This is an optimization exercise on Yosys and OpenROAD, whose aim is small area, not a production implementation.
The RTL was checked by simulation tests, not by an equivalence proof against the original design.
In every run shown here, the design's own scripts or RTL, not TritonCTS, make the clock network.
No driver is modelled on the clock port, so clock power and skew are understated where the tree is cut down; a real chip needs a root buffer or a tree.
No activity file was given, so power comes from the tool's default toggle rates.

==> design.v <==
module report_tx_logic(input rst, input [55:0] frame, input send_frame, input send_nosig, input act_q, input [5:0] b_q, input [6:0] s_q, input [9:0] p_q, output act_d, output [5:0] b_d, output [6:0] s_d, output [9:0] p_d, output tx, output frame_done, output nosig_done);
  wire new_n111, new_n112, new_n113, new_n114, new_n115, new_n116, new_n117,
    new_n118, new_n119, new_n120, new_n121, new_n122, new_n123, new_n125,
    new_n126, new_n127, new_n128, new_n129, new_n131, new_n132, new_n133,
    new_n134, new_n136, new_n137, new_n138, new_n139, new_n140, new_n141,
    new_n142, new_n143, new_n144, new_n145, new_n146, new_n147, new_n148,
    new_n149, new_n150, new_n151, new_n152, new_n153, new_n154, new_n156,
    new_n157, new_n158, new_n159, new_n161, new_n162, new_n163, new_n164,
    new_n166, new_n167, new_n168, new_n170, new_n171, new_n172, new_n173,
    new_n175, new_n176, new_n177, new_n178, new_n180, new_n181, new_n183,
    new_n184, new_n185, new_n186, new_n187, new_n188, new_n189, new_n190,
    new_n191, new_n192, new_n193, new_n194, new_n195, new_n197, new_n198,
    new_n200, new_n201, new_n202, new_n204, new_n205, new_n206, new_n208,
    new_n209, new_n212, new_n213, new_n215, new_n216, new_n217, new_n218,
    new_n220, new_n222, new_n224, new_n226, new_n228, new_n230, new_n232,
    new_n234, new_n236, new_n237, new_n238, new_n239, new_n240, new_n241,
    new_n242, new_n243, new_n244, new_n245, new_n246, new_n247, new_n248,
    new_n249, new_n250, new_n251, new_n252, new_n253, new_n254, new_n255,
    new_n256, new_n257, new_n258, new_n259, new_n260, new_n261, new_n262,
    new_n263, new_n264, new_n265, new_n266, new_n267, new_n268, new_n269,
    new_n270, new_n271, new_n272, new_n273, new_n274, new_n275, new_n276,
    new_n277, new_n278, new_n279, new_n280, new_n281, new_n282, new_n283,
    new_n284, new_n285, new_n286, new_n287, new_n288, new_n289, new_n290,
    new_n291, new_n292, new_n293, new_n294, new_n295, new_n296, new_n297,
    new_n298, new_n299, new_n300, new_n301, new_n302, new_n303, new_n304,
    new_n305, new_n306, new_n307, new_n308, new_n309, new_n310, new_n311,
    new_n312, new_n313, new_n314, new_n315, new_n316, new_n317, new_n318,
    new_n319, new_n320, new_n321, new_n322, new_n323, new_n324, new_n325,
    new_n326, new_n327, new_n328, new_n329, new_n330, new_n331, new_n332,
    new_n333, new_n334, new_n335, new_n336, new_n337, new_n338, new_n339,
    new_n340, new_n341, new_n342, new_n343, new_n344, new_n345, new_n346,
    new_n347, new_n348, new_n349, new_n350, new_n351, new_n352, new_n353,
    new_n354, new_n355, new_n356, new_n357, new_n358, new_n359, new_n360,
    new_n361, new_n362, new_n363, new_n364, new_n365, new_n366, new_n367,
    new_n368, new_n369, new_n370, new_n371, new_n372, new_n373, new_n374,
    new_n375, new_n376, new_n377, new_n378, new_n379, new_n380, new_n381,
    new_n382, new_n383, new_n384, new_n385, new_n386, new_n387, new_n388,
    new_n389, new_n390, new_n391, new_n392, new_n393, new_n394, new_n395,
    new_n396, new_n397, new_n398, new_n399, new_n400, new_n401, new_n402,
    new_n403, new_n404, new_n405, new_n406, new_n407, new_n408, new_n409,
    new_n410, new_n411, new_n412, new_n413, new_n414, new_n415, new_n416,
    new_n417, new_n418, new_n419, new_n420, new_n421, new_n422, new_n423,
    new_n424, new_n425, new_n426, new_n427, new_n428, new_n429, new_n430,
    new_n431, new_n432, new_n433, new_n434, new_n435, new_n436, new_n437,
    new_n438, new_n439, new_n440, new_n441, new_n442, new_n443, new_n444,
    new_n445, new_n446, new_n447, new_n448, new_n449, new_n450, new_n451,
    new_n452, new_n453, new_n454, new_n455, new_n456, new_n457, new_n458,
    new_n459, new_n460, new_n461, new_n462, new_n463, new_n464, new_n465,
    new_n466, new_n467, new_n468, new_n469, new_n470, new_n471, new_n472,
    new_n473, new_n474, new_n475, new_n476, new_n477, new_n478, new_n479,
    new_n480, new_n481, new_n482, new_n483, new_n484, new_n485, new_n486,
    new_n487, new_n488, new_n489;
  assign new_n111 = ~b_q[1] & ~b_q[2];
  assign new_n112 = ~b_q[0] & new_n111;
  assign new_n113 = ~b_q[3] & ~b_q[5];
  assign new_n114 = ~b_q[1] & b_q[2];
  assign new_n115 = ~b_q[0] & new_n114;
  assign new_n116 = b_q[3] & b_q[5];
  assign new_n117 = b_q[2] & new_n116;
  assign new_n118 = ~new_n115 & new_n117;
  assign new_n119 = ~new_n113 & ~new_n118;
  assign new_n120 = ~new_n112 & ~new_n119;
  assign new_n121 = ~b_q[0] & new_n120;
  assign new_n122 = ~b_q[1] & ~b_q[4];
  assign new_n123 = act_q & new_n122;
  assign nosig_done = new_n121 & new_n123;
  assign new_n125 = b_q[0] & new_n116;
  assign new_n126 = ~b_q[4] & new_n125;
  assign new_n127 = b_q[1] & b_q[2];
  assign new_n128 = act_q & p_q[1];
  assign new_n129 = new_n127 & new_n128;
  assign frame_done = new_n126 & new_n129;
  assign new_n131 = ~send_frame & ~act_q;
  assign new_n132 = ~send_nosig & new_n131;
  assign new_n133 = ~rst & ~new_n132;
  assign new_n134 = ~frame_done & new_n133;
  assign act_d = ~nosig_done & new_n134;
  assign new_n136 = s_q[4] & s_q[5];
  assign new_n137 = s_q[3] & new_n136;
  assign new_n138 = ~p_q[4] & ~p_q[5];
  assign new_n139 = ~p_q[7] & ~p_q[8];
  assign new_n140 = new_n138 & new_n139;
  assign new_n141 = ~p_q[6] & ~p_q[9];
  assign new_n142 = ~p_q[0] & ~p_q[1];
  assign new_n143 = ~p_q[2] & ~p_q[3];
  assign new_n144 = new_n142 & new_n143;
  assign new_n145 = new_n141 & new_n144;
  assign new_n146 = new_n140 & new_n145;
  assign new_n147 = s_q[0] & new_n146;
  assign new_n148 = s_q[1] & s_q[2];
  assign new_n149 = new_n147 & new_n148;
  assign new_n150 = new_n137 & new_n149;
  assign new_n151 = ~s_q[6] & new_n150;
  assign new_n152 = ~b_q[0] & ~new_n151;
  assign new_n153 = b_q[0] & new_n151;
  assign new_n154 = act_q & ~new_n153;
  assign b_d[0] = ~new_n152 & new_n154;
  assign new_n156 = b_q[1] & new_n153;
  assign new_n157 = ~b_q[1] & ~new_n153;
  assign new_n158 = ~new_n156 & ~new_n157;
  assign new_n159 = act_q & ~new_n158;
  assign b_d[1] = ~new_n131 & ~new_n159;
  assign new_n161 = ~b_q[2] & ~new_n156;
  assign new_n162 = new_n127 & new_n153;
  assign new_n163 = ~new_n161 & ~new_n162;
  assign new_n164 = act_q & ~new_n163;
  assign b_d[2] = ~new_n131 & ~new_n164;
  assign new_n166 = ~b_q[3] & ~new_n162;
  assign new_n167 = b_q[3] & new_n162;
  assign new_n168 = act_q & ~new_n167;
  assign b_d[3] = ~new_n166 & new_n168;
  assign new_n170 = ~b_q[4] & ~new_n167;
  assign new_n171 = b_q[4] & new_n167;
  assign new_n172 = act_q & ~new_n171;
  assign new_n173 = ~new_n170 & new_n172;
  assign b_d[4] = new_n131 | new_n173;
  assign new_n175 = ~b_q[5] & ~new_n171;
  assign new_n176 = b_q[5] & new_n171;
  assign new_n177 = act_q & ~new_n176;
  assign new_n178 = ~new_n175 & new_n177;
  assign b_d[5] = new_n131 | new_n178;
  assign new_n180 = ~s_q[0] & ~new_n146;
  assign new_n181 = act_q & ~new_n147;
  assign s_d[0] = ~new_n180 & new_n181;
  assign new_n183 = ~s_q[6] & ~new_n150;
  assign new_n184 = new_n146 & new_n183;
  assign new_n185 = s_q[6] & new_n150;
  assign new_n186 = ~new_n184 & ~new_n185;
  assign new_n187 = ~s_q[0] & new_n136;
  assign new_n188 = new_n148 & new_n187;
  assign new_n189 = ~s_q[3] & new_n188;
  assign new_n190 = ~s_q[6] & ~new_n189;
  assign new_n191 = ~new_n186 & ~new_n190;
  assign new_n192 = act_q & ~new_n191;
  assign new_n193 = s_q[1] & new_n147;
  assign new_n194 = ~s_q[1] & ~new_n147;
  assign new_n195 = ~new_n193 & ~new_n194;
  assign s_d[1] = ~new_n192 | new_n195;
  assign new_n197 = ~s_q[2] & ~new_n193;
  assign new_n198 = ~new_n149 & ~new_n197;
  assign s_d[2] = ~new_n192 | new_n198;
  assign new_n200 = ~s_q[3] & ~new_n149;
  assign new_n201 = s_q[3] & new_n149;
  assign new_n202 = act_q & ~new_n201;
  assign s_d[3] = ~new_n200 & new_n202;
  assign new_n204 = ~s_q[4] & ~new_n201;
  assign new_n205 = s_q[4] & new_n201;
  assign new_n206 = ~new_n204 & ~new_n205;
  assign s_d[4] = ~new_n192 | new_n206;
  assign new_n208 = ~s_q[5] & ~new_n205;
  assign new_n209 = ~new_n151 & ~new_n208;
  assign s_d[5] = ~act_q | new_n209;
  assign s_d[6] = ~new_n183 & new_n192;
  assign new_n212 = p_q[6] & p_q[9];
  assign new_n213 = ~new_n141 & ~new_n212;
  assign p_d[0] = act_q & ~new_n213;
  assign new_n215 = ~new_n186 & ~new_n189;
  assign new_n216 = new_n188 & new_n215;
  assign new_n217 = ~p_q[0] & new_n186;
  assign new_n218 = act_q & ~new_n217;
  assign p_d[1] = ~new_n216 & new_n218;
  assign new_n220 = ~p_q[1] & ~new_n191;
  assign p_d[2] = act_q & ~new_n220;
  assign new_n222 = ~p_q[2] & ~new_n216;
  assign p_d[3] = act_q & ~new_n222;
  assign new_n224 = ~p_q[3] & ~new_n215;
  assign p_d[4] = act_q & ~new_n224;
  assign new_n226 = ~p_q[4] & ~new_n184;
  assign p_d[5] = act_q & ~new_n226;
  assign new_n228 = ~p_q[5] & ~new_n184;
  assign p_d[6] = act_q & ~new_n228;
  assign new_n230 = ~p_q[6] & ~new_n184;
  assign p_d[7] = act_q & ~new_n230;
  assign new_n232 = ~p_q[7] & ~new_n184;
  assign p_d[8] = act_q & ~new_n232;
  assign new_n234 = act_q & ~p_q[8];
  assign p_d[9] = new_n184 | ~new_n234;
  assign new_n236 = ~b_q[0] & new_n127;
  assign new_n237 = b_q[4] & new_n236;
  assign new_n238 = ~b_q[3] & new_n237;
  assign new_n239 = b_q[2] & b_q[4];
  assign new_n240 = b_q[0] & b_q[4];
  assign new_n241 = ~new_n239 & ~new_n240;
  assign new_n242 = b_q[3] & ~b_q[5];
  assign new_n243 = b_q[1] & new_n242;
  assign new_n244 = ~new_n241 & new_n243;
  assign new_n245 = ~s_q[0] & ~new_n244;
  assign new_n246 = ~new_n238 & new_n245;
  assign new_n247 = new_n120 & new_n122;
  assign new_n248 = s_q[1] & ~new_n247;
  assign new_n249 = b_q[1] & ~b_q[2];
  assign new_n250 = frame[34] & new_n249;
  assign new_n251 = frame[26] & new_n114;
  assign new_n252 = frame[50] & new_n111;
  assign new_n253 = b_q[5] & ~new_n252;
  assign new_n254 = ~new_n251 & new_n253;
  assign new_n255 = ~b_q[4] & ~new_n254;
  assign new_n256 = ~new_n250 & ~new_n255;
  assign new_n257 = ~b_q[3] & ~new_n256;
  assign new_n258 = ~frame[10] & ~b_q[3];
  assign new_n259 = ~new_n249 & ~new_n258;
  assign new_n260 = ~b_q[4] & ~new_n259;
  assign new_n261 = ~b_q[5] & new_n239;
  assign new_n262 = ~b_q[1] & ~new_n116;
  assign new_n263 = ~new_n261 & new_n262;
  assign new_n264 = ~new_n260 & ~new_n263;
  assign new_n265 = ~new_n257 & ~new_n264;
  assign new_n266 = ~b_q[0] & ~new_n265;
  assign new_n267 = ~frame[18] & new_n114;
  assign new_n268 = b_q[5] & ~new_n267;
  assign new_n269 = frame[42] & ~b_q[3];
  assign new_n270 = new_n111 & ~new_n269;
  assign new_n271 = ~frame[2] & new_n127;
  assign new_n272 = ~new_n270 & ~new_n271;
  assign new_n273 = new_n268 & new_n272;
  assign new_n274 = new_n242 & ~new_n249;
  assign new_n275 = ~b_q[4] & ~new_n274;
  assign new_n276 = ~new_n273 & new_n275;
  assign new_n277 = b_q[1] & ~b_q[5];
  assign new_n278 = ~new_n119 & ~new_n277;
  assign new_n279 = b_q[0] & ~new_n278;
  assign new_n280 = ~new_n276 & new_n279;
  assign new_n281 = ~new_n266 & ~new_n280;
  assign new_n282 = new_n248 & ~new_n281;
  assign new_n283 = ~b_q[0] & ~b_q[4];
  assign new_n284 = new_n114 & new_n283;
  assign new_n285 = ~frame[24] & new_n284;
  assign new_n286 = ~frame[48] & new_n111;
  assign new_n287 = ~b_q[0] & ~new_n286;
  assign new_n288 = ~new_n285 & new_n287;
  assign new_n289 = ~frame[16] & new_n114;
  assign new_n290 = ~frame[0] & new_n127;
  assign new_n291 = ~new_n239 & ~new_n290;
  assign new_n292 = ~new_n289 & new_n291;
  assign new_n293 = b_q[5] & ~new_n292;
  assign new_n294 = ~b_q[2] & ~b_q[4];
  assign new_n295 = ~frame[40] & new_n294;
  assign new_n296 = ~new_n249 & ~new_n283;
  assign new_n297 = ~new_n295 & new_n296;
  assign new_n298 = ~new_n293 & new_n297;
  assign new_n299 = ~new_n288 & ~new_n298;
  assign new_n300 = b_q[4] & ~new_n112;
  assign new_n301 = ~new_n249 & new_n300;
  assign new_n302 = ~b_q[4] & new_n249;
  assign new_n303 = b_q[0] & new_n302;
  assign new_n304 = ~new_n277 & ~new_n303;
  assign new_n305 = ~new_n301 & new_n304;
  assign new_n306 = ~frame[8] & new_n236;
  assign new_n307 = ~frame[32] & new_n302;
  assign new_n308 = b_q[5] & ~new_n307;
  assign new_n309 = ~new_n306 & new_n308;
  assign new_n310 = new_n305 & ~new_n309;
  assign new_n311 = ~b_q[3] & ~new_n310;
  assign new_n312 = ~new_n299 & new_n311;
  assign new_n313 = b_q[1] & new_n283;
  assign new_n314 = ~new_n115 & ~new_n313;
  assign new_n315 = ~b_q[5] & ~new_n314;
  assign new_n316 = ~b_q[2] & new_n240;
  assign new_n317 = b_q[3] & ~new_n316;
  assign new_n318 = ~new_n315 & new_n317;
  assign new_n319 = ~new_n312 & ~new_n318;
  assign new_n320 = ~s_q[1] & ~new_n126;
  assign new_n321 = ~new_n237 & new_n320;
  assign new_n322 = ~new_n319 & new_n321;
  assign new_n323 = ~new_n282 & ~new_n322;
  assign new_n324 = new_n246 & ~new_n323;
  assign new_n325 = ~b_q[3] & b_q[5];
  assign new_n326 = ~new_n112 & ~new_n127;
  assign new_n327 = ~new_n313 & new_n326;
  assign new_n328 = ~new_n240 & ~new_n327;
  assign new_n329 = ~frame[1] & new_n328;
  assign new_n330 = ~frame[41] & new_n111;
  assign new_n331 = ~frame[17] & new_n114;
  assign new_n332 = ~b_q[1] & b_q[4];
  assign new_n333 = b_q[0] & ~new_n332;
  assign new_n334 = ~new_n331 & new_n333;
  assign new_n335 = ~new_n330 & new_n334;
  assign new_n336 = ~new_n329 & new_n335;
  assign new_n337 = ~frame[49] & ~b_q[4];
  assign new_n338 = new_n112 & ~new_n337;
  assign new_n339 = frame[25] & new_n284;
  assign new_n340 = ~new_n338 & ~new_n339;
  assign new_n341 = frame[33] & new_n302;
  assign new_n342 = frame[9] & new_n127;
  assign new_n343 = new_n283 & new_n342;
  assign new_n344 = ~new_n341 & ~new_n343;
  assign new_n345 = new_n340 & new_n344;
  assign new_n346 = ~new_n336 & new_n345;
  assign new_n347 = new_n325 & ~new_n346;
  assign new_n348 = ~b_q[4] & new_n111;
  assign new_n349 = ~new_n116 & ~new_n120;
  assign new_n350 = new_n348 & ~new_n349;
  assign new_n351 = new_n242 & new_n328;
  assign new_n352 = new_n114 & new_n125;
  assign new_n353 = b_q[4] & new_n127;
  assign new_n354 = ~b_q[5] & new_n122;
  assign new_n355 = s_q[1] & ~new_n354;
  assign new_n356 = ~new_n353 & new_n355;
  assign new_n357 = ~new_n352 & ~new_n356;
  assign new_n358 = ~new_n351 & new_n357;
  assign new_n359 = ~new_n350 & new_n358;
  assign new_n360 = ~new_n347 & new_n359;
  assign new_n361 = b_q[3] & ~new_n127;
  assign new_n362 = ~new_n283 & new_n325;
  assign new_n363 = ~new_n332 & new_n362;
  assign new_n364 = ~frame[19] & new_n114;
  assign new_n365 = ~frame[3] & new_n127;
  assign new_n366 = ~frame[43] & new_n111;
  assign new_n367 = ~new_n365 & ~new_n366;
  assign new_n368 = ~new_n364 & new_n367;
  assign new_n369 = new_n363 & new_n368;
  assign new_n370 = frame[27] & new_n114;
  assign new_n371 = frame[35] & new_n249;
  assign new_n372 = b_q[5] & ~new_n371;
  assign new_n373 = ~new_n370 & new_n372;
  assign new_n374 = new_n283 & ~new_n373;
  assign new_n375 = frame[51] & new_n283;
  assign new_n376 = b_q[5] & ~new_n375;
  assign new_n377 = new_n111 & ~new_n376;
  assign new_n378 = ~new_n111 & new_n240;
  assign new_n379 = ~frame[11] & ~b_q[3];
  assign new_n380 = new_n236 & ~new_n379;
  assign new_n381 = ~new_n378 & ~new_n380;
  assign new_n382 = ~new_n377 & new_n381;
  assign new_n383 = ~new_n374 & new_n382;
  assign new_n384 = ~new_n369 & new_n383;
  assign new_n385 = ~new_n361 & ~new_n384;
  assign new_n386 = new_n248 & ~new_n385;
  assign new_n387 = s_q[0] & ~new_n386;
  assign new_n388 = ~new_n360 & new_n387;
  assign new_n389 = ~s_q[2] & ~new_n388;
  assign new_n390 = ~new_n324 & new_n389;
  assign new_n391 = ~frame[21] & new_n114;
  assign new_n392 = b_q[0] & ~new_n391;
  assign new_n393 = ~frame[5] & new_n127;
  assign new_n394 = ~frame[45] & new_n111;
  assign new_n395 = ~new_n393 & ~new_n394;
  assign new_n396 = new_n392 & new_n395;
  assign new_n397 = frame[29] & new_n115;
  assign new_n398 = frame[13] & new_n236;
  assign new_n399 = frame[37] & new_n249;
  assign new_n400 = s_q[0] & new_n325;
  assign new_n401 = ~new_n399 & new_n400;
  assign new_n402 = ~new_n398 & new_n401;
  assign new_n403 = ~new_n397 & new_n402;
  assign new_n404 = ~new_n396 & new_n403;
  assign new_n405 = ~b_q[5] & new_n127;
  assign new_n406 = new_n120 & ~new_n405;
  assign new_n407 = ~new_n121 & ~new_n406;
  assign new_n408 = ~new_n404 & new_n407;
  assign new_n409 = frame[53] & ~b_q[4];
  assign new_n410 = new_n112 & new_n409;
  assign new_n411 = ~new_n300 & ~new_n410;
  assign new_n412 = ~new_n408 & new_n411;
  assign new_n413 = frame[12] & b_q[2];
  assign new_n414 = b_q[1] & ~new_n413;
  assign new_n415 = ~frame[28] & new_n114;
  assign new_n416 = ~new_n414 & ~new_n415;
  assign new_n417 = frame[36] & new_n294;
  assign new_n418 = ~new_n416 & ~new_n417;
  assign new_n419 = ~frame[52] & new_n348;
  assign new_n420 = new_n325 & ~new_n419;
  assign new_n421 = ~new_n418 & new_n420;
  assign new_n422 = ~b_q[0] & ~new_n421;
  assign new_n423 = frame[44] & new_n111;
  assign new_n424 = b_q[0] & ~b_q[3];
  assign new_n425 = ~new_n423 & new_n424;
  assign new_n426 = frame[20] & new_n114;
  assign new_n427 = frame[4] & new_n127;
  assign new_n428 = ~new_n426 & ~new_n427;
  assign new_n429 = new_n425 & new_n428;
  assign new_n430 = new_n305 & ~new_n429;
  assign new_n431 = ~new_n422 & new_n430;
  assign new_n432 = ~b_q[2] & ~b_q[5];
  assign new_n433 = new_n283 & new_n432;
  assign new_n434 = ~s_q[0] & ~new_n433;
  assign new_n435 = ~new_n431 & new_n434;
  assign new_n436 = ~new_n412 & ~new_n435;
  assign new_n437 = b_q[4] & ~new_n127;
  assign new_n438 = new_n121 & new_n437;
  assign new_n439 = ~b_q[5] & new_n111;
  assign new_n440 = ~new_n237 & ~new_n439;
  assign new_n441 = b_q[3] & ~new_n440;
  assign new_n442 = ~s_q[1] & s_q[2];
  assign new_n443 = ~new_n441 & new_n442;
  assign new_n444 = ~new_n438 & new_n443;
  assign new_n445 = ~new_n436 & new_n444;
  assign new_n446 = frame[23] & new_n114;
  assign new_n447 = b_q[0] & ~new_n446;
  assign new_n448 = frame[7] & new_n127;
  assign new_n449 = frame[47] & new_n111;
  assign new_n450 = ~new_n448 & ~new_n449;
  assign new_n451 = new_n447 & new_n450;
  assign new_n452 = ~frame[31] & new_n115;
  assign new_n453 = ~frame[39] & new_n249;
  assign new_n454 = ~b_q[4] & new_n325;
  assign new_n455 = ~new_n453 & new_n454;
  assign new_n456 = ~new_n452 & new_n455;
  assign new_n457 = ~frame[55] & new_n112;
  assign new_n458 = ~frame[15] & new_n236;
  assign new_n459 = ~new_n457 & ~new_n458;
  assign new_n460 = new_n456 & new_n459;
  assign new_n461 = ~new_n451 & new_n460;
  assign new_n462 = ~new_n246 & ~new_n461;
  assign new_n463 = frame[22] & new_n114;
  assign new_n464 = b_q[0] & ~new_n463;
  assign new_n465 = frame[6] & new_n127;
  assign new_n466 = frame[46] & new_n111;
  assign new_n467 = ~new_n465 & ~new_n466;
  assign new_n468 = new_n464 & new_n467;
  assign new_n469 = ~frame[14] & new_n236;
  assign new_n470 = ~frame[54] & new_n112;
  assign new_n471 = ~frame[38] & new_n249;
  assign new_n472 = ~new_n470 & ~new_n471;
  assign new_n473 = ~new_n469 & new_n472;
  assign new_n474 = ~new_n468 & new_n473;
  assign new_n475 = new_n246 & new_n325;
  assign new_n476 = ~new_n474 & new_n475;
  assign new_n477 = ~frame[30] & ~b_q[3];
  assign new_n478 = ~s_q[0] & new_n477;
  assign new_n479 = b_q[5] & ~new_n478;
  assign new_n480 = new_n115 & ~new_n479;
  assign new_n481 = ~new_n406 & ~new_n480;
  assign new_n482 = ~new_n476 & new_n481;
  assign new_n483 = ~b_q[4] & ~new_n482;
  assign new_n484 = ~new_n462 & ~new_n483;
  assign new_n485 = new_n148 & ~new_n484;
  assign new_n486 = new_n137 & ~new_n485;
  assign new_n487 = ~new_n445 & new_n486;
  assign new_n488 = ~new_n390 & new_n487;
  assign new_n489 = act_q & new_n190;
  assign tx = new_n488 | ~new_n489;
endmodule
module report_tx(
	input clk,
	input rst,
	input [55:0] frame,
	input send_frame,
	input send_nosig,
	output tx,
	output frame_done,
	output nosig_done
    );
	reg act_q;
	reg [5:0] b_q;
	reg [6:0] s_q;
	reg [9:0] p_q;
	wire act_d;
	wire [5:0] b_d;
	wire [6:0] s_d;
	wire [9:0] p_d;
	report_tx_logic L(.rst(rst), .frame(frame), .send_frame(send_frame),
		.send_nosig(send_nosig), .act_q(act_q), .b_q(b_q), .s_q(s_q), .p_q(p_q),
		.act_d(act_d), .b_d(b_d), .s_d(s_d), .p_d(p_d),
		.tx(tx), .frame_done(frame_done), .nosig_done(nosig_done));
	always @(posedge clk) begin
		act_q <= act_d;
		b_q <= b_d;
		s_q <= s_d;
		p_q <= p_d;
	end
endmodule
==> flow/run.sh <==
#!/bin/bash
# Layout flow: the standard flow (standard.sh) with these changes:
#  - synthesis is run once per ABC mapping script in flow/abc_*.script
#    (area-oriented scripts; adders are left to ABC: no ADDER_MAP_FILE),
#    and the run with the smallest cell area is kept.  Only the mapping of
#    the combinational logic differs between runs; the registers are the
#    standard synthesis's.
#  - port buffers are the smallest buffer cell (buf_1)
#  - the clock tree is a single clock buffer (flow/my_clkbuf.tcl) placed
#    at the centre of the registers, in place of clock_tree_synthesis; the
#    clock port drives only this buffer, and every register gets the clock
#    from it
# Each run's full output goes to a log file in this folder.
set -euo pipefail
W=$PWD
rm -rf "$W/scripts"
cp -r "$FLOW_HOME/scripts" "$W/scripts"
cp "$W/flow/my_clkbuf.tcl" "$W/scripts/my_clkbuf.tcl"
grep -q '^log_cmd clock_tree_synthesis {\*}$cts_args$' "$W/scripts/cts.tcl"
sed -i 's|^log_cmd clock_tree_synthesis {\*}$cts_args$|source $::env(SCRIPTS_DIR)/my_clkbuf.tcl\nbench_single_clock_buffer sky130_fd_sc_hd__clkbuf_16|' "$W/scripts/cts.tcl"
grep -q '^my_single_clock_buffer' "$W/scripts/cts.tcl"
best=""
bestarea=""
for sc in "$W"/flow/abc_*.script; do
  n=$(basename "$sc" .script)
  cp "$sc" "$W/scripts/abc_speed.script"
  cp "$sc" "$W/scripts/abc_area.script"
  rm -rf "$W/orfs"
  if bash standard.sh synth SCRIPTS_DIR="$W/scripts" ADDER_MAP_FILE= > "$W/synth_$n.log" 2>&1; then
    a=$(grep -h "Chip area for module" "$W"/orfs/reports/*/*/*/synth_stat.txt | awk '{print $NF}')
    echo "$n $a" >> "$W/synth_areas.log"
    if [[ -z "$best" ]] || awk -v a="$a" -v b="$bestarea" 'BEGIN{exit !(a<b)}'; then
      best=$n; bestarea=$a
    fi
    rm -rf "$W/orfs_$n"; mv "$W/orfs" "$W/orfs_$n"
  fi
done
echo "best $best $bestarea" >> "$W/synth_areas.log"
rm -rf "$W/orfs"
mv "$W/orfs_$best" "$W/orfs"
cp "$W/flow/$best.script" "$W/scripts/abc_speed.script"
cp "$W/flow/$best.script" "$W/scripts/abc_area.script"
for d in "$W"/orfs_abc_*; do rm -rf "$d"; done
bash standard.sh finish SCRIPTS_DIR="$W/scripts" ADDER_MAP_FILE= \
  BUFFER_PORTS_ARGS="-buffer_cell sky130_fd_sc_hd__buf_1" > "$W/layout.log" 2>&1
==> flow/abc_1.script <==
strash
dch -f
map -a
topo
==> flow/abc_2.script <==
strash
&get -n
&dch -f
&nf -a -R 1000 -p -C 32
&put
topo
==> flow/abc_3.script <==
strash
dc2
&get -n
&dch -f
&nf -a -R 1000 -p
&put
topo
==> flow/abc_4.script <==
strash
balance -l
resub -K 6 -l
rewrite -l
resub -K 6 -N 2 -l
refactor -l
resub -K 8 -l
balance -l
resub -K 8 -N 2 -l
rewrite -l
resub -K 10 -l
rewrite -z -l
resub -K 10 -N 2 -l
balance -l
resub -K 12 -l
refactor -z -l
resub -K 12 -N 2 -l
rewrite -z -l
balance -l
dch -f
map -a
topo
==> flow/abc_5.script <==
strash
balance -l
resub -K 6 -l
rewrite -l
resub -K 6 -N 2 -l
refactor -l
resub -K 8 -l
balance -l
resub -K 8 -N 2 -l
rewrite -l
resub -K 10 -l
rewrite -z -l
resub -K 10 -N 2 -l
balance -l
resub -K 12 -l
refactor -z -l
resub -K 12 -N 2 -l
rewrite -z -l
balance -l
balance -l
resub -K 6 -l
rewrite -l
resub -K 6 -N 2 -l
refactor -l
resub -K 8 -l
balance -l
resub -K 8 -N 2 -l
rewrite -l
resub -K 10 -l
rewrite -z -l
resub -K 10 -N 2 -l
balance -l
resub -K 12 -l
refactor -z -l
resub -K 12 -N 2 -l
rewrite -z -l
balance -l
dch -f
map -a
topo
==> flow/abc_6.script <==
strash
dch -f
amap -m
topo
==> flow/my_clkbuf.tcl <==
# Single clock buffer instead of a clock tree: the design has few registers,
# so one buffer drives all of them (the clock port drives only this buffer).
proc my_single_clock_buffer { cell } {
  set block [ord::get_db_block]
  set net [$block findNet clk]
  set sx 0; set sy 0; set n 0
  foreach iterm [$net getITerms] {
    set loc [[$iterm getInst] getLocation]
    set sx [expr {$sx + [lindex $loc 0]}]
    set sy [expr {$sy + [lindex $loc 1]}]
    incr n
  }
  set dbu [$block getDbUnitsPerMicron]
  set x [expr {double($sx) / $n / $dbu}]
  set y [expr {double($sy) / $n / $dbu}]
  set r [insert_buffer -buffer_cell $cell -net clk -location [list $x $y] \
    -buffer_name clkbuf_root -net_name clk_root]
  set buf [sta::sta_to_db_inst $r]
  if { $buf == "NULL" } { error "clock buffer not inserted" }
  [[$buf findITerm X] getNet] setSigType CLOCK
  $net setSigType CLOCK
}
==> standard.sh <==
#!/bin/bash
# synth_recipe.tcl (not shown) runs the flow's synth.tcl, then flattens the netlist and writes it again
# the make line also repeats each setting of config.mk as NAME=value (left out here)
make -C /OpenROAD-flow-scripts/flow DESIGN_CONFIG=/design/flow/config.mk WORK_HOME=/design/flow/orfs CLKGATE_MAP_FILE= SYNTH_SCRIPT=/design/flow/synth_recipe.tcl "${@:-finish}"
==> config.mk <==
export PLATFORM = sky130hd
export DESIGN_NAME = report_tx
export DESIGN_NICKNAME = report_tx
export VERILOG_FILES = /design/flow/design.v
export SDC_FILE = /design/flow/constraint.sdc
export NUM_CORES = 8
export LEC_CHECK = 0
export CAP_MARGIN = 20
export CORE_MARGIN = 2
export CORE_UTILIZATION = 40
export GPL_TIMING_DRIVEN = 0
export SLEW_MARGIN = 20
==> constraint.sdc <==
create_clock -name core_clock -period 10.0 [get_ports {clk}]
set_input_delay 2.0000 -clock core_clock [delete_from_list [all_inputs] [get_ports {clk}]]
set_output_delay 2.0000 -clock core_clock [all_outputs]
set_load 0.01 [all_outputs]
==> results_dict.tcl, run 1 <==
set metrics [dict create \
    status "timing/DRC/antenna clean" \
    fin_total_pwr_mw 0.339 \
    fin_util_pct 49.6 \
    cap_violations 0 \
    yosysWarnings 1 \
    nNetsFinal 366 \
    n_antenna_cell 0 \
    min_period_ns 5.88 \
    drc_errors 0 \
    peakVddDrop_mv 0.0829 \
    final_cell_mix "buf_1 (62), nor2_1 (37), nand2_1 (30), o21ai_0 (25), dfxtp_1 (24)" \
    grt_first_pass_wirelength_um 8410 \
    setup_viol 0 \
    vias 2113 \
    async_flop_share_pct 0 \
    clock_skew_ns 0.00316 \
    synth_xor_area_share_pct 2.61 \
    max_freq_mhz 170 \
    post_cts_buffers 0 \
    pre_cts_ws_ns 4.10 \
    synthCells 241 \
    tns_ns 0 \
    fillers 450 \
    synth_enable_flop_cells 0 \
    synthAdderAreaFrac_pct 0 \
    crit_required_ns 8.00 \
    die-area_mm2 0.00473 \
    tightest_slew_ns 0.937 \
    finalMaxSlewViolations 0 \
    ys_dominant_reg_cell "dfxtp_1" \
    std_cell_rows 23 \
    busiest_layer "met1" \
    grt_antenna_before_repair 0 \
    die_h_um 68.7 \
    post_synth.cell_area_avg_um2 6.96 \
    r2r_slack_ns 6.72 \
    startpoint_type "input port" \
    cp-end-kind "primary output" \
    postRouteAntennaNets 0 \
    first_pass_iters 5 \
    io_buffers 62 \
    dr.first_iter.drc_count 245 \
    yosysUniqueCellTypes 38 \
    wl_per_cell_um 15.1 \
    synth_top_family_by_area "compound AO/OA/AOI/OAI gates" \
    power.density_mw_per_mm2 170 \
    ys_seq_elements 24 \
    holdCritPathClass "flip-flop to flip-flop" \
    crit_type "input port to primary output" \
    vias_per_cell 5.97 \
    gr-usage-met3_pct 0.649 \
    drive_gt1_share_pct 0.329 \
    core_mm2 0.00403 \
    clk_pin_slew_ns 0.09 \
    rsz0062_at_grt "no" \
    fin_ws_ns 4.12 \
    grt_max_degree 29 \
    syn-num-nets 301 \
    relSlewSlack_pct 37.4 \
    hold_slack_ns 0.448 \
    hold_viol 0 \
    muxShareOfSynthArea_pct 0 \
    met1_usage_pct 37.1 \
    grt_use_met2_pct 34.7 \
    synth_compound_area_share_pct 36.4 \
    place.gp.congestion 0.857 \
    cts_resized 0 \
    grt_pass1_vias 1739 \
    hold_buffers 0 \
    start_util_pct 41.6 \
    hpwl_um 3880 \
    clk_latency_ns 0.15 \
    grt_usage_pct 22.7 \
    leakage_nw 0.660 \
    cp.arrival_ns 3.88 \
    synthSimpleGateAreaFrac_pct 32.1 \
    timing.final.crit_share_pct 58.8 \
    final_common_cell "buf_1" \
    syn_area_mm2 0.00168 \
    die_w_um 68.7 \
    crit_path_max_fanout 1 \
    syn2layout_area_growth_pct 19.1 \
    gr-total-overflow 0 \
    seq_area_frac_synth_pct 28.7 \
    routed_wl_um 5360 \
    io_pins 63 \
]
==> synth_stat cells (2+ instances only) <==
| master | count | area share [%] |
|---|---|---|
| o211ai_1 | 2 | 0.90 |
| a21oi_1 | 19 | 5.7 |
| nor3_1 | 10 | 3.0 |
| a22oi_1 | 5 | 2.2 |
| nor2b_1 | 9 | 3.4 |
| o311ai_0 | 3 | 1.6 |
| a211oi_1 | 3 | 1.3 |
| nand2_1 | 30 | 6.7 |
| nor4_1 | 7 | 2.6 |
| or3_1 | 2 | 0.75 |
| a311oi_1 | 2 | 1.0 |
| nor2_1 | 37 | 8.3 |
| and2_0 | 2 | 0.75 |
| a2111oi_0 | 2 | 1.0 |
| nand3_1 | 8 | 2.4 |
| a31oi_1 | 10 | 3.7 |
| o31ai_1 | 2 | 0.90 |
| o22ai_1 | 8 | 3.0 |
| o32ai_1 | 2 | 1.0 |
| o21a_1 | 3 | 1.3 |
| o32a_1 | 2 | 1.2 |
| o21ai_0 | 25 | 7.5 |
| xnor2_1 | 2 | 1.0 |
| o221ai_1 | 2 | 1.0 |
| nand3b_1 | 2 | 0.90 |
| xor2_1 | 3 | 1.6 |
| a21o_1 | 2 | 0.90 |
| nand2b_1 | 4 | 1.5 |
| dfxtp_1 | 24 | 29 |
==> layout make-up, without the clock buffers <==
type	instances	area (um^2)	area share, %
well taps	50	62.6	3.13
repair buffers	62	233	11.7
multi-input cells	216	1190	59.7
inverters	1	3.75	0.188
flip-flops and latches	24	480	24.1
==> per-layer routing <==
metal / share of wire (%) / wire (um)
met5: 0 / 0
met4: 0.35 / 19
met3: 8.2 / 437
met2: 43 / 2300
met1: 49 / 2600
==> worst max-delay path, cell delays in order <==
cell	delay (ns)
buf_1	0.07
o221ai_1	0.12
a2111oi_0	0.44
o22ai_1	0.16
o21a_1	0.18
o32ai_1	0.24
a211oi_1	0.11
o311ai_0	0.36
buf_1	0.19
==> where the power goes <==
group	switching, mW	leakage (nW)	internal, mW
logic	0.0873	0.451	0.0611
registers	0.0303	0.197	0.118
clock network	0.0235	0.0123	0.0183
==> flip-flops by register name (all words and copies together) (netlist names) <==
register	count
s_q	7
act_q	1
b_q	6
p_q	10
==> worst paths after layout <==
| kind | startpoint | to | cells past startpoint |
|---|---|---|---|
| max | frame[0] | tx | 9 |
| max reg2reg | p_q[5]$_DFF_P_ | b_q[5]$_DFF_P_ | 11 |
| min | p_q[8]$_DFF_P_ | p_q[9]$_DFF_P_ | 1 |
| min reg2reg | p_q[8]$_DFF_P_ | p_q[9]$_DFF_P_ | 1 |
==> per-stage QoR <==
stage	cells	area, um^2
CTS	354	2000
floorplan	241	1680
global placement	353	1970
finish	354	2000
detailed placement	353	1970
global route	354	2000
==> cell families (layout without fill, tap and decap cells) <==
family          after synthesis  count (layout)
xor+xnor                      5               5
flops                        24              24
compound gates               96              96
buf+inv                       1              64
simple gates                115             115
==> run 2, diff against run 1 <==
--- a/config.mk
+++ b/config.mk
@@ -8,5 +8,4 @@
 export CAP_MARGIN = 20
 export CORE_MARGIN = 2
 export CORE_UTILIZATION = 40
-export GPL_TIMING_DRIVEN = 0
 export SLEW_MARGIN = 20
==> results_dict.tcl, run 2 <==
set metrics [dict create \
    grt_usage_pct 22.9 \
    reg.largest.list "p_q x10, s_q x7, b_q x6" \
    leakage_nw 0.670 \
    grt_max_degree 28 \
    final_common_cell "buf_1" \
    hold_slack_ns 0.452 \
    hold_viol 0 \
    seq_area_frac_synth_pct 28.7 \
    critPathBufInv 2 \
    synthTopCellsByArea "dfxtp_1 (29%), nor2_1 (8.3%), o21ai_0 (7.5%), nand2_1 (6.7%), a21oi_1 (5.7%)" \
    gr-total-overflow 0 \
    hold_buffers 0 \
    nNetsFinal 368 \
    cp-end-kind "primary output" \
    die-area_mm2 0.00473 \
    tightest_slew_ns 0.728 \
    min_to "p_q[9]$_DFF_P_" \
    crit_required_ns 8.00 \
    drive_gt1_share_pct 0.980 \
    cp_common_cell "buf_1" \
    core_mm2 0.00403 \
    yosysMostFrequentCell "nor2_1" \
    setup_viol 0 \
    crit_type "input port to primary output" \
    std_cell_rows 23 \
    final_area_mm2 0.00201 \
    clk_pin_slew_ns 0.09 \
    tns_ns 0 \
    io_pins 63 \
    ys_dominant_reg_cell "dfxtp_1" \
    dr.first_iter.drc_count 216 \
    grt_pass1_vias 1827 \
    hpwl_um 4020 \
    holdCritPathClass "flip-flop to flip-flop" \
    fin_total_pwr_mw 0.340 \
    clk_latency_ns 0.15 \
    grt_first_pass_wirelength_um 8530 \
    finalMaxSlewViolations 0 \
    yosysUniqueCellTypes 38 \
    synth_enable_flop_cells 0 \
    largest-register "p_q" \
    timing.final.crit_share_pct 57.7 \
    largest_reg_flops 10 \
    post_cts_buffers 0 \
    startpoint_type "input port" \
    io_buffers 62 \
    min_period_ns 5.77 \
    synth_top_area_share_pct 28.7 \
    drc_errors 0 \
    hold_depth 1 \
    synthCells 241 \
    rsz0062_at_grt "no" \
    post_synth.cell_area_avg_um2 6.96 \
    first_pass_iters 8 \
    grt_antenna_before_repair 0 \
    cts_resized 0 \
    status "timing/DRC/antenna clean" \
    cp_top_family "compound AO/OA/AOI/OAI gates" \
    n_antenna_cell 0 \
    r2r_slack_ns 6.76 \
    die_w_um 68.7 \
    crit_chain "buf_1 -> o221ai_1 -> a2111oi_0 -> o22ai_1 -> o21a_1 -> o32ai_1 -> a211oi_1 -> o311ai_0 -> buf_1" \
    final_cell_mix "buf_1 (62), nor2_1 (37), nand2_1 (30), o21ai_0 (25), dfxtp_1 (24)" \
    die_h_um 68.7 \
    postRouteAntennaNets 0 \
    wl_per_cell_um 15.5 \
    hp-start "p_q[8]$_DFF_P_" \
    placedInstanceArea_mm2 0.00199 \
    routed_wl_um 5510 \
    syn_area_mm2 0.00168 \
    max_freq_mhz 173 \
    yosysWarnings 1 \
    syn-num-nets 301 \
    async_flop_share_pct 0 \
    yosysTopAreaCell "dfxtp_1" \
    clock_skew_ns 0.00172 \
    worstReg2RegEnd "b_q[5]$_DFF_P_" \
    start_util_pct 41.6 \
    crit_path_max_fanout 1 \
    ys_seq_elements 24 \
    vias 2168 \
    crit_slowest_cell "a2111oi_0" \
    yosys-top-cells-count "nor2_1 (37), nand2_1 (30), o21ai_0 (25)" \
    critical-path-max-stage-delay_ns 0.40 \
    syn2layout_area_growth_pct 20.0 \
    cap_violations 0 \
    reg2reg_from "p_q[5]$_DFF_P_" \
    reg2reg_depth 11 \
    place.gp.congestion 0.897 \
    peakVddDrop_mv 0.114 \
    power.density_mw_per_mm2 169 \
    relSlewSlack_pct 51.4 \
    cp.arrival_ns 3.77 \
    vias_per_cell 6.09 \
]
run 2: cell counts after synthesis:
Identical to the previous run, type by type.
run 2: worst register-to-register path, stage by stage (launching register included):
cell,delay (ns)
dfxtp_1,0.32
nor4_1,0.40
nand3_1,0.16
nor2b_1,0.32
nor2b_1,0.36
and3b_1,0.29
nor2b_1,0.35
nand2_1,0.14
nor2_1,0.27
nand3_1,0.16
xnor2_1,0.18
a21o_1,0.19
run 2: layout make-up, without the clock buffers:
class	count	area, um^2
fillers	442	2020
well taps	50	62.6
repair buffers	64	248
inverters	1	3.75
multi-input cells	216	1190
flip-flops and latches	24	480
run 2: routing by layer:
metal / share of wire, % / global-route usage, % / vias to the layer above
li1: - / - / 1061
met1: 47 / 35.4 / 981
met2: 42 / 36.2 / 118
met3: 9.8 / 0.974 / 8
met4: 1.0 / 2.21 / 0
met5: 0 / 0 / -
run 2: worst max-delay path by stage:
stage          slack, ns  cells after the start  end      from
4_1_cts             4.20                      9   tx  frame[0]
6_report            4.23                      9   tx  frame[0]
3_5_place_dp        4.19                      9   tx  frame[0]
3_3_place_gp        4.14                      9   tx  frame[0]
2_1_floorplan       4.35                      7   tx  frame[0]
5_1_grt             3.92                      9   tx  frame[0]
run 2: cells by family (layout without fill, tap and decap cells):
family                 Yosys count  count (layout)  synth area share, %
buffers and inverters            1              66                0.224
AND/OR/NAND/NOR                115             115                 32.1
XOR/XNOR                         5               5                 2.61
flip-flops                      24              24                 28.7
AO/OA/AOI/OAI                   96              96                 36.4
run 2: stage by stage:
stage / setup slack, ns / std cells / util (%)
2_1_floorplan: 4.35 / 241 / -
3_3_place_gp: 4.14 / 355 / 49.3
3_5_place_dp: 4.19 / 355 / 49.3
4_1_cts: 4.20 / 356 / 49.9
5_1_grt: 3.92 / 356 / 49.9
6_report: 4.23 / 356 / 49.9
run 2: power by group:
group	switching, mW	leakage, nW	total, mW	internal, mW
Sequential	0.0269	0.197	0.145	0.118
Combinational	0.0909	0.461	0.153	0.0617
Clock	0.0237	0.0123	0.0421	0.0183
Total	0.142	0.670	0.340	0.198
==> run 3, diff against run 2 <==
--- a/config.mk
+++ b/config.mk
@@ -5,7 +5,7 @@
 export SDC_FILE = /design/flow/constraint.sdc
 export NUM_CORES = 8
 export LEC_CHECK = 0
-export CAP_MARGIN = 20
+export CAP_MARGIN = 0
 export CORE_MARGIN = 2
 export CORE_UTILIZATION = 40
-export SLEW_MARGIN = 20
+export SLEW_MARGIN = 0
==> results_dict.tcl, run 3 <==
set metrics [dict create \
    tightest_slew_ns 0.728 \
    routed_wl_um 5510 \
    largest_reg_flops 10 \
    yosysUniqueCellTypes 38 \
    syn-num-nets 301 \
    final_common_cell "buf_1" \
    finalMaxSlewViolations 0 \
    wl_per_cell_um 15.5 \
    synth_enable_flop_cells 0 \
    place.gp.congestion 0.897 \
    grt_max_degree 28 \
    reg.largest.list "p_q x10, s_q x7, b_q x6" \
    drive_gt1_share_pct 0.980 \
    holdCritPathClass "flip-flop to flip-flop" \
    grt_antenna_before_repair 0 \
    synthCells 241 \
    fin_cells 356 \
    ys_dominant_reg_cell "dfxtp_1" \
    largest-register "p_q" \
    final_cell_mix "buf_1 (62), nor2_1 (37), nand2_1 (30), o21ai_0 (25), dfxtp_1 (24)" \
    grt_usage_pct 22.9 \
    pwr-share-comb_pct 44.9 \
    placed_cells_incl_taps 355 \
    yosysMostFrequentCell "nor2_1" \
    grt_first_pass_wirelength_um 8530 \
    clock_skew_ns 0.00172 \
    tns_ns 0 \
    yosysWarnings 1 \
    peakVddDrop_mv 0.114 \
    power.share.clock_pct 12.4 \
    power.density_mw_per_mm2 169 \
    ys_seq_elements 24 \
    io_buffers 62 \
    max_freq_mhz 173 \
    hpwl_um 4020 \
    fillers 442 \
    dr.first_iter.drc_count 216 \
    rsz0062_at_grt "no" \
    syn2layout_area_growth_pct 20.0 \
    die-area_mm2 0.00473 \
    synth_top_area_share_pct 28.7 \
    syn_area_mm2 0.00168 \
    min_period_ns 5.77 \
    cp-end-kind "primary output" \
    nNetsFinal 368 \
    timing.final.crit_share_pct 57.7 \
    first_pass_iters 8 \
    post_synth.cell_area_avg_um2 6.96 \
    fin_ws_ns 4.23 \
    leakage_nw 0.670 \
    seq_area_frac_synth_pct 28.7 \
    yosysTopAreaCell "dfxtp_1" \
    cp.arrival_ns 3.77 \
    crit_required_ns 8.00 \
    clk_latency_ns 0.15 \
    post_cts_buffers 0 \
    yosys-top-cells-count "nor2_1 (37), nand2_1 (30), o21ai_0 (25)" \
    pre_cts_ws_ns 4.19 \
    std_cell_rows 23 \
    setup_viol 0 \
    hold_buffers 0 \
    gr-total-overflow 0 \
    core_mm2 0.00403 \
    switching_power_mw 0.142 \
    die_h_um 68.7 \
    p_seq_share_pct 42.7 \
    postRouteAntennaNets 0 \
    grt_pass1_vias 1827 \
    crit_type "input port to primary output" \
    vias_per_cell 6.09 \
    vias 2168 \
    die_w_um 68.7 \
    clk_pin_slew_ns 0.09 \
    start_util_pct 41.6 \
    drc_errors 0 \
    fin_util_pct 49.9 \
    intPower_mw 0.198 \
    p_sw_share_pct 41.6 \
    crit_path_max_fanout 1 \
    hold_viol 0 \
    synthTopCellsByArea "dfxtp_1 (29%), nor2_1 (8.3%), o21ai_0 (7.5%), nand2_1 (6.7%), a21oi_1 (5.7%)" \
    n_antenna_cell 0 \
    cts_resized 0 \
    startpoint_type "input port" \
    status "timing/DRC/antenna clean" \
    io_pins 63 \
    async_flop_share_pct 0 \
    cap_violations 0 \
    relSlewSlack_pct 51.4 \
    hold_slack_ns 0.452 \
]
-- run 3: cell counts after synthesis --
Identical to the previous run, type by type.
-- run 3: worst paths after layout --
kind             startpoint              to  slack, ns  cells past startpoint
max                frame[0]              tx       4.23                      9
min          p_q[8]$_DFF_P_  p_q[9]$_DFF_P_       0.45                      1
max reg2reg  p_q[5]$_DFF_P_  b_q[5]$_DFF_P_       6.76                     11
min reg2reg  p_q[8]$_DFF_P_  p_q[9]$_DFF_P_       0.45                      1
-- run 3: area by class of cell, without the clock buffers --
type                    instances  area [um^2]  area share, %
multi-input cells             216         1190           59.3
flip-flops and latches         24          480           23.9
repair buffers                 64          248           12.3
well taps                      50         62.6           3.11
inverters                       1         3.75          0.187
-- run 3: critical path, cell delays in order --
cell	delay, ns
buf_1	0.07
o221ai_1	0.11
a2111oi_0	0.40
o22ai_1	0.14
o21a_1	0.19
o32ai_1	0.21
a211oi_1	0.10
o311ai_0	0.34
buf_1	0.19
-- run 3: power groups by stage --
stage / Sequential [mW] / Clock, mW / Combinational, mW
6_report: 0.145 / 0.0421 / 0.153
3_5_place_dp: 0.147 / 0 / 0.150
5_1_grt: 0.149 / 0.0465 / 0.170
4_1_cts: 0.147 / 0.0325 / 0.150
2_1_floorplan: 0.141 / 0 / 0.109
3_3_place_gp: 0.147 / 0 / 0.151
-- run 3: cell families after synthesis --
logic type / count (synthesis) / synth area share (%)
AO/OA/AOI/OAI: 96 / 36.4
XOR/XNOR: 5 / 2.61
buffers and inverters: 1 / 0.224
flip-flops: 24 / 28.7
AND/OR/NAND/NOR: 115 / 32.1
-- run 3: metal layers --
layer,up-vias,track usage [%],routed length (um)
li1,1061,-,-
met1,981,35.4,2590
met2,118,36.2,2320
met3,8,0.974,541
met4,0,2.21,57
met5,-,0,0
-- run 3: per-stage QoR --
stage,power (mW),area (um^2)
2_1_floorplan,0.250,1680
3_3_place_gp,0.298,1990
3_5_place_dp,0.297,1990
4_1_cts,0.330,2010
5_1_grt,0.365,2010
6_report,0.340,2010
==> run 4, diff against run 3 <==
--- a/flow/run.sh
+++ b/flow/run.sh
@@ -6,7 +6,7 @@
 #    the combinational logic differs between runs; the registers are the
 #    standard synthesis's.
 #  - port buffers are the smallest buffer cell (buf_1)
-#  - the clock tree is a single clock buffer (flow/my_clkbuf.tcl) placed
+#  - the clock tree is a single buffer (buf_12) (flow/my_clkbuf.tcl) placed
 #    at the centre of the registers, in place of clock_tree_synthesis; the
 #    clock port drives only this buffer, and every register gets the clock
 #    from it
@@ -17,7 +17,7 @@
 cp -r "$FLOW_HOME/scripts" "$W/scripts"
 cp "$W/flow/my_clkbuf.tcl" "$W/scripts/my_clkbuf.tcl"
 grep -q '^log_cmd clock_tree_synthesis {\*}$cts_args$' "$W/scripts/cts.tcl"
-sed -i 's|^log_cmd clock_tree_synthesis {\*}$cts_args$|source $::env(SCRIPTS_DIR)/my_clkbuf.tcl\nbench_single_clock_buffer sky130_fd_sc_hd__clkbuf_16|' "$W/scripts/cts.tcl"
+sed -i 's|^log_cmd clock_tree_synthesis {\*}$cts_args$|source $::env(SCRIPTS_DIR)/my_clkbuf.tcl\nbench_single_clock_buffer sky130_fd_sc_hd__buf_12|' "$W/scripts/cts.tcl"
 grep -q '^my_single_clock_buffer' "$W/scripts/cts.tcl"
 best=""
 bestarea=""
--- a/config.mk
+++ b/config.mk
@@ -5,7 +5,8 @@
 export SDC_FILE = /design/flow/constraint.sdc
 export NUM_CORES = 8
 export LEC_CHECK = 0
-export CAP_MARGIN = 0
+export CAP_MARGIN = 20
 export CORE_MARGIN = 2
 export CORE_UTILIZATION = 40
-export SLEW_MARGIN = 0
+export GPL_TIMING_DRIVEN = 0
+export SLEW_MARGIN = 20
==> results_dict.tcl, run 4 <==
set metrics [dict create \
    rsz0062_at_grt "no" \
    setup_viol 0 \
    grt_antenna_before_repair 0 \
    async_flop_share_pct 0 \
    yosysTopAreaCell "dfxtp_1" \
    grt_pass1_vias 1733 \
    seq_area_frac_synth_pct 28.7 \
    postRouteAntennaNets 0 \
    synth_top_area_share_pct 28.7 \
    nNetsFinal 366 \
    crit_required_ns 8.00 \
    hold_slack_ns 0.447 \
    cp-end-kind "primary output" \
    crit_type "input port to primary output" \
    syn_area_mm2 0.00168 \
    final_common_cell "buf_1" \
    n_antenna_cell 0 \
    core_mm2 0.00403 \
    grt_max_degree 29 \
    cap_violations 0 \
    place.gp.congestion 0.857 \
    start_util_pct 41.6 \
    clk_latency_ns 0.13 \
    yosys-top-cells-count "nor2_1 (37), nand2_1 (30), o21ai_0 (25)" \
    grt_first_pass_wirelength_um 8380 \
    std_cell_rows 23 \
    cp.arrival_ns 3.87 \
    power.density_mw_per_mm2 169 \
    peakVddDrop_mv 0.125 \
    hold_buffers 0 \
    pre_cts_ws_ns 4.10 \
    vias_per_cell 5.98 \
    vias 2117 \
    syn2layout_area_growth_pct 18.8 \
    synth_enable_flop_cells 0 \
    startpoint_type "input port" \
    ys_dominant_reg_cell "dfxtp_1" \
    clock_skew_ns 0.00213 \
    placedInstanceArea_mm2 0.00197 \
    post_synth.cell_area_avg_um2 6.96 \
    max_freq_mhz 170 \
    tns_ns 0 \
    hold_depth 1 \
    final_area_mm2 0.00199 \
    crit_path_max_fanout 1 \
    synthTopCellsByArea "dfxtp_1 (29%), nor2_1 (8.3%), o21ai_0 (7.5%), nand2_1 (6.7%), a21oi_1 (5.7%)" \
    yosysMostFrequentCell "nor2_1" \
    first_pass_iters 5 \
    io_pins 63 \
    die_h_um 68.7 \
    synthCells 241 \
    final_cell_mix "buf_1 (62), nor2_1 (37), nand2_1 (30), o21ai_0 (25), dfxtp_1 (24)" \
    placed_cells_incl_taps 353 \
    leakage_nw 0.657 \
    dr.first_iter.drc_count 258 \
    finalMaxSlewViolations 0 \
    grt_usage_pct 22.6 \
    largest_reg_flops 10 \
    wl_per_cell_um 15.1 \
    die-area_mm2 0.00473 \
    gr-total-overflow 0 \
    fin_cells 354 \
    drive_gt1_share_pct 0.329 \
    fillers 451 \
    die_w_um 68.7 \
    yosysUniqueCellTypes 38 \
    status "timing/DRC/antenna clean" \
    post_cts_buffers 0 \
    fin_ws_ns 4.13 \
    yosysWarnings 1 \
    min_period_ns 5.87 \
    io_buffers 62 \
    reg2reg_depth 11 \
    ys_seq_elements 24 \
    hold_viol 0 \
    routed_wl_um 5340 \
    tightest_slew_ns 0.931 \
    relSlewSlack_pct 37.8 \
    reg.largest.list "p_q x10, s_q x7, b_q x6" \
    hpwl_um 3880 \
    holdCritPathClass "flip-flop to flip-flop" \
    syn-num-nets 301 \
    fin_total_pwr_mw 0.337 \
    fin_util_pct 49.4 \
    cts_resized 0 \
    clk_pin_slew_ns 0.09 \
    drc_errors 0 \
    timing.final.crit_share_pct 58.7 \
    largest-register "p_q" \
]
run 4: cell count changes in the layout (fill, tap and decap cells not counted):
cell	previous run	this run
clkbuf_16	1	0
buf_12	0	1
buf_4	2	0
run 4: area by class of cell, without the clock buffers:
type / instances / area [um^2] / share of cell area (%)
Timing Repair Buffer: 62 / 233 / 11.7
Tap cell: 50 / 62.6 / 3.14
Multi-Input combinational cell: 216 / 1190 / 59.9
Sequential cell: 24 / 480 / 24.1
Inverter: 1 / 3.75 / 0.188
run 4: critical path, stage by stage:
cell,delay [ns]
buf_1,0.07
o221ai_1,0.12
a2111oi_0,0.44
o22ai_1,0.17
o21a_1,0.18
o32ai_1,0.23
a211oi_1,0.11
o311ai_0,0.36
buf_1,0.19
run 4: cells by family (layout without fill, tap and decap cells):
kind of cell           Yosys count  in the layout  share of synthesized area (%)
AO/OA/AOI/OAI                   96             96                           36.4
AND/OR/NAND/NOR                115            115                           32.1
flip-flops                      24             24                           28.7
buffers and inverters            1             64                          0.224
XOR/XNOR                         5              5                           2.61
run 4: where the power goes:
part           internal (mW)  switching [mW]  total, mW  leakage, nW
registers              0.118          0.0305      0.149        0.197
clock network         0.0163          0.0239     0.0402      0.00940
logic                 0.0611          0.0867      0.148        0.451
total                  0.196           0.141      0.337        0.657
run 4: metal layers:
layer | global-route usage, % | share of wire [%] | wire (um)
met5 | 0 | 0 | 0
met4 | 0 | 0 | 0
met3 | 0.487 | 8.5 | 456
met2 | 34.6 | 43 | 2320
met1 | 37.1 | 48 | 2560
run 4: final timing paths:
kind	start	endpoint	slack [ns]
max	frame[0]	tx	4.13
min reg2reg	p_q[8]$_DFF_P_	p_q[9]$_DFF_P_	0.45
min	p_q[8]$_DFF_P_	p_q[9]$_DFF_P_	0.45
max reg2reg	p_q[5]$_DFF_P_	b_q[5]$_DFF_P_	6.72

## afterwards: timing with drivers on the ports
No port has a modelled driver above. Below, the same layouts with a new extraction and two added sets of constraints. Step 1, drivers: a clkbuf_16 drives clk and a buf_2 each remaining input, both assumed. Step 2, shift: input delay + t, output delay - t, t = (earliest + latest rising clock arrival at the registers) / 2. This alone moves slack from input paths to output paths. Three values: ideal, step 1, step 2; two values: the first two.
run	shift t [ns]	setup slack, ns	clock arrival spread, ns
run 1	0.182	4.120 / 4.099 / 4.099	0.003 / 0.004
run 2	0.177	4.226 / 4.203 / 4.203	0.002 / 0.002
run 3	0.177	4.226 / 4.203 / 4.203	0.002 / 0.002
run 4	0.154	4.130 / 4.108 / 4.108	0.002 / 0.002
After both steps setup and hold are still met in every run listed.
